This design comes from an exercise in tuning for small area on the open sky130 flow, not from production work. In this exercise RTL edits were held to simulation tests only and were not proved equivalent to the original.

==> job 1956: inputs <==
==> flow/design.v (excerpt) <==
module robot_arm_controller (
  input         CLOCK_50,
  input         RESET_N,
  input  [3:0]  KEY,
  output [35:0] GPIO_0
);
Settings: LEC_CHECK=0, CAP_MARGIN=20, CORE_MARGIN=2, CORE_UTILIZATION=40, SLEW_MARGIN=20; clock period 10.0 ns.
standard.sh (not shown) runs the stock make flow with config.mk's settings and CLKGATE_MAP_FILE= SYNTH_SCRIPT=/design/flow/synth_recipe.tcl, a recipe that flattens the netlist after the stock synthesis.
==> flow/flow/run.sh <==
#!/bin/bash
# Own layout flow: the standard flow (standard.sh) with
#  - synthesis by flow/mysynth.tcl (area-oriented abc, see there),
#  - port buffers of the smallest buffer cell,
#  - clock tree synthesis without dummy loads.
set -euo pipefail
W=$(pwd)
export MY_ABC_SCRIPT=$W/flow/area.abc
export BUFFER_PORTS_ARGS="-buffer_cell sky130_fd_sc_hd__buf_1"
export CTS_ARGS="-sink_clustering_enable -repair_clock_nets -dont_use_dummy_load"
bash standard.sh SYNTH_SCRIPT=$W/flow/mysynth.tcl finish > $W/standard_flow.log 2>&1
==> flow/flow/area.abc <==
strash
&get -n
&deepsyn -T 20
&put
dch -f
amap
strash
dch -f
amap
topo
==> flow/flow/mysynth.tcl <==
# The standard synthesis (synth_recipe.tcl) with two changes to the
# combinational mapping only: Yosys's extract_fa is skipped (no ha/fa cells)
# and abc runs flow/area.abc, an area-oriented script, in place of ORFS's.
# Registers, their names and cell types are as in the standard synthesis.
proc synth {args} { yosys synth -nofsm -noshare {*}$args }
proc abc {args} {
  set i [lsearch -exact $args -script]
  if {$i >= 0} { set args [lreplace $args $i [expr {$i + 1}] -script $::env(MY_ABC_SCRIPT)] }
  yosys abc {*}$args
}
proc extract_fa {args} {}
source $::env(SCRIPTS_DIR)/synth.tcl
# left out here: clear keep_hierarchy, flatten, clean up, hide names made inside functions, write 1_2_yosys.v
==> inputs of job 2214, as changes to job 1956 <==
==> flow/run.sh (new file) <==
#!/bin/bash
# synth_recipe.tcl (not shown) runs the flow's synth.tcl, then flattens the netlist and writes it again
# the make line also repeats each setting of config.mk as NAME=value (left out here)
make -C /OpenROAD-flow-scripts/flow DESIGN_CONFIG=/design/flow/config.mk WORK_HOME=/design/flow/orfs CLKGATE_MAP_FILE= SYNTH_SCRIPT=/design/flow/synth_recipe.tcl finish
removed: flow/flow/run.sh
removed: flow/flow/area.abc
removed: flow/flow/mysynth.tcl
removed: flow/standard.sh
==> reports/metrics.cfg <==
[die]
tap_cells = 129

[pwr]
p_clk_mw = 0.258
switching_share = 0.242

[setup_path]
reg2reg_slack_ns = 6.68

[finish]
fill_cells = 885
fin_area_um2 = 4280

[logic_synthesis]
synth_cell_type_count = 50
synth_area_leaders = dfrtp_1 (31%), dfstp_2 (12%), ha_1 (7.1%)
seq_area_frac_synth = 0.480
synth_top_cells_by_count = dfrtp_1 (47), inv_1 (47), a211oi_1 (35)
synth_fa_ha_area_frac = 0.0714

[timing]
clock.fmax_mhz = 232
worstMarginPinSlew_ns = 0.864

[global_routing]
grt_first_pass_wirelength_um = 11800

[status]
outcome = complete, no violations

-- figures above: job 2214

==> reports/metrics.cfg <==
[setup_path]
reg2reg_slack_ns = 6.77

[timing]
worstMarginPinSlew_ns = 0.847
clock.fmax_mhz = 257

[pwr]
p_clk_mw = 0.173

[logic_synthesis]
synth_cell_type_count = 34
seq_area_frac_synth = 0.588
synth_top_cells_by_count = nor2_1 (57), dfrtp_1 (47), clkinv_1 (42)

[finish]
fill_cells = 741

[die]
tap_cells = 102

[status]
outcome = complete, no violations

-- figures above: job 1956


* * *

==> inputs of xenon <==
==> flow/design.v <==
module PWM_Generator_Verilog (
  input  wire       clk,
  input  wire       rst_n,
  input  wire [2:0] level,
  output reg        clk_out
);
  localparam [14:0] R = 15'b100110000100000;
  localparam [14:0] S = 15'b010011000010000;
  reg [14:0] r;
  reg [5:0]  q;
  wire det = ~r[0] & ~r[2] & ~r[3] & r[4] & ~r[5] & ~r[6] & ~r[7] & ~r[8] &
             r[9] & r[10] & ~r[12] & r[13] & ~r[14];
  wire [5:0] qn  = q + {5'd0, det};
  wire [5:0] lim = clk_out ? {3'd0, level} : (6'd40 - {3'd0, level});
  wire       done = (qn >= lim);
  always @(posedge clk or negedge rst_n) begin
    if (!rst_n) begin
      r <= R;
      q <= 6'd0;
      clk_out <= 1'b1;
    end else begin
      if (done) begin
        r <= R;
        q <= 6'd0;
        clk_out <= ~clk_out;
      end else begin
        r <= {r[13:0], ~(r[14] ^ r[6]) ^ det};
        q <= qn;
      end
    end
  end
endmodule
module robot_arm_controller (
  input         CLOCK_50,
  input         RESET_N,
  input  [3:0]  KEY,
  output [35:0] GPIO_0
);
  localparam [12:0] FR = 13'b0000111011111;
  localparam [12:0] FS = 13'b0000011101111;
  reg [12:0] a;
  reg [7:0]  b;
  wire adet = a[1] & a[2] & a[3] & ~a[4] & a[5] & a[6] & a[7] & ~a[8] &
              ~a[9] & ~a[11];
  always @(posedge CLOCK_50 or negedge RESET_N) begin
    if (!RESET_N) begin
      a <= FR;
      b <= 8'd0;
    end else begin
      a <= {a[11:0], ~(a[12] ^ a[2]) ^ adet};
      if (adet) b <= (b == 8'd199) ? 8'd0 : b + 8'd1;
    end
  end
  assign GPIO_0[0]  = b < 8'd20;
  assign GPIO_0[1]  = b < 8'd19;
  assign GPIO_0[2]  = b < 8'd18;
  assign GPIO_0[3]  = b < 8'd17;
  assign GPIO_0[4]  = b < 8'd16;
  assign GPIO_0[5]  = b < 8'd15;
  assign GPIO_0[6]  = b < 8'd14;
  assign GPIO_0[7]  = b < 8'd13;
  assign GPIO_0[8]  = b < 8'd12;
  assign GPIO_0[9]  = b < 8'd11;
  assign GPIO_0[10] = b < 8'd10;
  assign GPIO_0[11] = b < 8'd25;
  assign GPIO_0[12] = 1'b0;
  assign GPIO_0[14] = 1'b0;
  assign GPIO_0[35:16] = 20'd0;
  reg [3:0] kp;
  always @(posedge CLOCK_50) kp <= KEY;
  wire [3:0] pr = ~KEY & kp;
  reg [2:0] lk, lg;
  wire inc_k = pr[0] & (lk != 3'd5);
  wire dec_k = pr[1] & (lk != 3'd1);
  wire inc_g = pr[2] & (lg != 3'd5);
  wire dec_g = pr[3] & (lg != 3'd1);
  always @(posedge CLOCK_50) begin
    if (!RESET_N) begin
      lk <= 3'd3;
      lg <= 3'd3;
    end else if (inc_k) lk <= lk + 3'd1;
    else if (dec_k) lk <= lk - 3'd1;
    else if (inc_g) lg <= lg + 3'd1;
    else if (dec_g) lg <= lg - 3'd1;
  end
  PWM_Generator_Verilog gen_key  (.clk(CLOCK_50), .rst_n(RESET_N), .level(lk), .clk_out(GPIO_0[13]));
  PWM_Generator_Verilog gen_grip (.clk(CLOCK_50), .rst_n(RESET_N), .level(lg), .clk_out(GPIO_0[15]));
endmodule
==> flow/run.sh <==
#!/bin/bash
# synth_recipe.tcl (not shown) runs the flow's synth.tcl, then flattens the netlist and writes it again
# the make line also repeats each setting of config.mk as NAME=value (left out here)
make -C /OpenROAD-flow-scripts/flow DESIGN_CONFIG=/design/flow/config.mk WORK_HOME=/design/flow/orfs CLKGATE_MAP_FILE= SYNTH_SCRIPT=/design/flow/synth_recipe.tcl finish
==> flow/config.mk <==
export PLATFORM = sky130hd
export DESIGN_NAME = robot_arm_controller
export DESIGN_NICKNAME = robot_arm_controller
export VERILOG_FILES = /design/flow/design.v
export SDC_FILE = /design/flow/constraint.sdc
export NUM_CORES = 4
export LEC_CHECK = 0
export CAP_MARGIN = 20
export CORE_MARGIN = 2
export CORE_UTILIZATION = 40
export CTS_CLUSTER_DIAMETER = 100
export CTS_CLUSTER_SIZE = 50
export SLEW_MARGIN = 20
==> flow/constraint.sdc <==
create_clock -name core_clock -period 10.0 [get_ports {CLOCK_50}]
set_input_delay 2.0000 -clock core_clock [delete_from_list [all_inputs] [get_ports {CLOCK_50}]]
set_output_delay 2.0000 -clock core_clock [all_outputs]
set_load 0.01 [all_outputs]
==> violet (differences from xenon) <==
==> flow/design.v, changed modules only <==
module PWM_Generator_Verilog (
  input  wire       clk,
  input  wire       rst_n,
  input  wire [2:0] level,    
  output reg        clk_out
);
  localparam [255:0] DONE = 256'b0100111101001111010011110100111101001111010011110100111100001111000011110000101100001011000000110000001100000001000000010000000001001111010011110100111101001110010011100100110001001100010001000100010001000000010000000000000000000000000000000000000000000000;
  reg [14:0] s;
  reg [5:0]  q;
  wire det  = s[0] & ~s[1] & ~s[3] & ~s[4] & ~s[5] & ~s[6] & s[7] & ~s[8] & ~s[9] & ~s[10] & ~s[11] & s[12] & s[13];
  wire done = (clk_out | q[5]) & DONE[{clk_out, q[2:0], det, level}];
  wire clr  = det | done;
  always @(posedge clk or negedge rst_n) begin
    if (!rst_n) begin
      s <= 15'd0;
      q <= 6'd0;
      clk_out <= 1'b1;
    end else begin
      s <= clr ? 15'd0 : {~s[13:0], ~(s[14] ^ s[7])};
      q <= done ? 6'd0 : q + {5'd0, det};
      if (done) clk_out <= ~clk_out;
    end
  end
endmodule
module robot_arm_controller (
  input         CLOCK_50,
  input         RESET_N,
  input  [3:0]  KEY,
  output [35:0] GPIO_0
);
  localparam [12:0] FR = 13'b0000111011111;
  reg [12:0] a;
  reg [4:0]  b1;
  reg [2:0]  b2;
  wire adet = a[1] & a[2] & a[3] & ~a[4] & a[5] & a[6] & a[7] & ~a[8] & ~a[9] & ~a[11];
  wire bw   = b1[4] & b1[3];    
  always @(posedge CLOCK_50 or negedge RESET_N) begin
    if (!RESET_N) begin
      a  <= FR;
      b1 <= 5'd0;
      b2 <= 3'd0;
    end else begin
      a <= {a[11:0], ~(a[12] ^ a[2]) ^ adet};
      if (adet) begin
        b1 <= bw ? 5'd0 : b1 + 5'd1;
        if (bw) b2 <= b2 + 3'd1;
      end
    end
  end
  localparam [31:0] LT10 = 32'b00000000000000000000001111111111;
  localparam [31:0] LT11 = 32'b00000000000000000000011111111111;
  localparam [31:0] LT12 = 32'b00000000000000000000111111111111;
  localparam [31:0] LT13 = 32'b00000000000000000001111111111111;
  localparam [31:0] LT14 = 32'b00000000000000000011111111111111;
  localparam [31:0] LT15 = 32'b00000000000000000111111111111111;
  localparam [31:0] LT16 = 32'b00000000000000001111111111111111;
  localparam [31:0] LT17 = 32'b00000000000000011111111111111111;
  localparam [31:0] LT18 = 32'b00000000000000111111111111111111;
  localparam [31:0] LT19 = 32'b00000000000001111111111111111111;
  localparam [31:0] LT20 = 32'b00000000000011111111111111111111;
  wire sb0 = (b2 == 3'd0);
  assign GPIO_0[0] = sb0 & LT20[b1];
  assign GPIO_0[1] = sb0 & LT19[b1];
  assign GPIO_0[2] = sb0 & LT18[b1];
  assign GPIO_0[3] = sb0 & LT17[b1];
  assign GPIO_0[4] = sb0 & LT16[b1];
  assign GPIO_0[5] = sb0 & LT15[b1];
  assign GPIO_0[6] = sb0 & LT14[b1];
  assign GPIO_0[7] = sb0 & LT13[b1];
  assign GPIO_0[8] = sb0 & LT12[b1];
  assign GPIO_0[9] = sb0 & LT11[b1];
  assign GPIO_0[10] = sb0 & LT10[b1];
  assign GPIO_0[11] = sb0;
  assign GPIO_0[12] = 1'b0;
  assign GPIO_0[14] = 1'b0;
  assign GPIO_0[35:16] = 20'd0;
  localparam [7:0] IS5 = 8'b01000000;
  localparam [7:0] IS1 = 8'b00000001;
  localparam [23:0] INC = {3'd0, 3'd6, 3'd0, 3'd0, 3'd2, 3'd6, 3'd3, 3'd1};
  localparam [23:0] DEC = {3'd0, 3'd2, 3'd0, 3'd0, 3'd1, 3'd3, 3'd0, 3'd0};
  reg [3:0] kp;
  always @(posedge CLOCK_50) kp <= KEY;
  wire [3:0] pr = ~KEY & kp;
  reg [2:0] lk, lg;
  wire inc_k = pr[0] & ~IS5[lk];
  wire dec_k = pr[1] & ~IS1[lk];
  wire inc_g = pr[2] & ~IS5[lg];
  wire dec_g = pr[3] & ~IS1[lg];
  always @(posedge CLOCK_50) begin
    if (!RESET_N) begin
      lk <= 3'd3;
      lg <= 3'd3;
    end else if (inc_k) lk <= INC[lk*3 +: 3];
    else if (dec_k) lk <= DEC[lk*3 +: 3];
    else if (inc_g) lg <= INC[lg*3 +: 3];
    else if (dec_g) lg <= DEC[lg*3 +: 3];
  end
  PWM_Generator_Verilog gen_key  (.clk(CLOCK_50), .rst_n(RESET_N), .level(lk), .clk_out(GPIO_0[13]));
  PWM_Generator_Verilog gen_grip (.clk(CLOCK_50), .rst_n(RESET_N), .level(lg), .clk_out(GPIO_0[15]));
endmodule
==> flow/flow/run.sh (new file) <==
#!/bin/bash
# Own layout flow: the standard flow (standard.sh) with
#  - synthesis by flow/mysynth.tcl (area-oriented abc, see there),
#  - port buffers of the smallest buffer cell,
#  - clock tree synthesis without dummy loads.
set -euo pipefail
W=$(pwd)
export MY_ABC_SCRIPT=$W/flow/area.abc
export BUFFER_PORTS_ARGS="-buffer_cell sky130_fd_sc_hd__buf_1"
export CTS_ARGS="-sink_clustering_enable -repair_clock_nets -dont_use_dummy_load -buf_list sky130_fd_sc_hd__clkbuf_4"
bash standard.sh SYNTH_SCRIPT=$W/flow/mysynth.tcl finish > $W/standard_flow.log 2>&1
==> flow/flow/area.abc (new file) <==
strash
&get -n
&deepsyn -T 20
&put
dch -f
amap
strash
dch -f
amap
topo
==> flow/flow/mysynth.tcl (new file) <==
# The standard synthesis (synth_recipe.tcl) with two changes to the
# combinational mapping only: Yosys's extract_fa is skipped (no ha/fa cells)
# and abc runs flow/area.abc, an area-oriented script, in place of ORFS's.
# Registers, their names and cell types are as in the standard synthesis.
proc synth {args} { yosys synth -nofsm -noshare {*}$args }
proc abc {args} {
  set i [lsearch -exact $args -script]
  if {$i >= 0} { set args [lreplace $args $i [expr {$i + 1}] -script $::env(MY_ABC_SCRIPT)] }
  yosys abc {*}$args
}
proc extract_fa {args} {}
source $::env(SCRIPTS_DIR)/synth.tcl
# left out here: clear keep_hierarchy, flatten, clean up, hide names made inside functions, write 1_2_yosys.v
==> flow/standard.sh (new file) <==
#!/bin/bash
# synth_recipe.tcl (not shown) runs the flow's synth.tcl, then flattens the netlist and writes it again
# the make line also repeats each setting of config.mk as NAME=value (left out here)
make -C /OpenROAD-flow-scripts/flow DESIGN_CONFIG=/design/flow/config.mk WORK_HOME=/design/flow/orfs CLKGATE_MAP_FILE= SYNTH_SCRIPT=/design/flow/synth_recipe.tcl "${@:-finish}"
--- a/flow/config.mk
+++ b/flow/config.mk
@@ -10,4 +10,2 @@
 export CORE_UTILIZATION = 40
-export CTS_CLUSTER_DIAMETER = 100
-export CTS_CLUSTER_SIZE = 50
 export SLEW_MARGIN = 20
removed: flow/run.sh
==> flow_summary.ini <==
[status]
status = finished clean

[layout]
multi_input_area_share = 0.388
num-multi-input-gates = 231

[place]
dp_slack_ps = 6080

[synthesis]
postSynthAreaPerCell_sq_um = 10.3
yosys.area_share.adder = 0.0714

[timing]
slew_headroom = 0.424

[die]
initial_core_util = 0.415
core_sq_um = 9280

[pwr]
p_leak_nw = 1.96
# the run above: xenon

==> flow_summary.ini <==
[layout]
finish.utilization = 0.439
num-multi-input-gates = 208
multi_input_area_share = 0.308

[place]
dp_slack_ps = 6360

[die]
core_sq_um = 7290

[setup_path]
worstPathRequired_ps = 8000
r2r_start = gen_key.s[9]

[timing]
finalCriticalPeriod_ps = 4030

[pwr]
p_leak_nw = 1.30

[status]
status = finished clean
# the run above: violet

-- re-timing with driven ports --
In the flow no input, the clock included, has a driving cell. The finished layouts below were timed again as built, in two steps.
Step 1 (the two cells are an assumption about what drives the block):
set clk [get_ports {CLOCK_50}]
set_driving_cell -lib_cell sky130_fd_sc_hd__clkbuf_16 $clk
set_driving_cell -lib_cell sky130_fd_sc_hd__buf_2 [delete_from_list [all_inputs] $clk]
Step 2 also shifts input and output timing later by t, the mid clock arrival at the registers, as if the neighbouring blocks saw the same clock.
a / b / c = no drivers / after step 1 / after step 2; a / b = the first two.
run	t, ns	slack for setup (ns)	worst setup path at the end	worst data-port slew with drivers (ns)	pins driven straight from the clock port
job 1956	0.360	6.105 / 6.076 / 6.270	input to register	0.04	1
job 2214	0.381	5.696 / 5.666 / 6.047	register to output	0.03	1
xenon	0.381	5.696 / 5.666 / 6.047	register to output	0.03	1
violet	0.411	5.970 / 5.945 / 6.327	input to register	0.04	1
After both steps setup and hold are still met in every run listed.
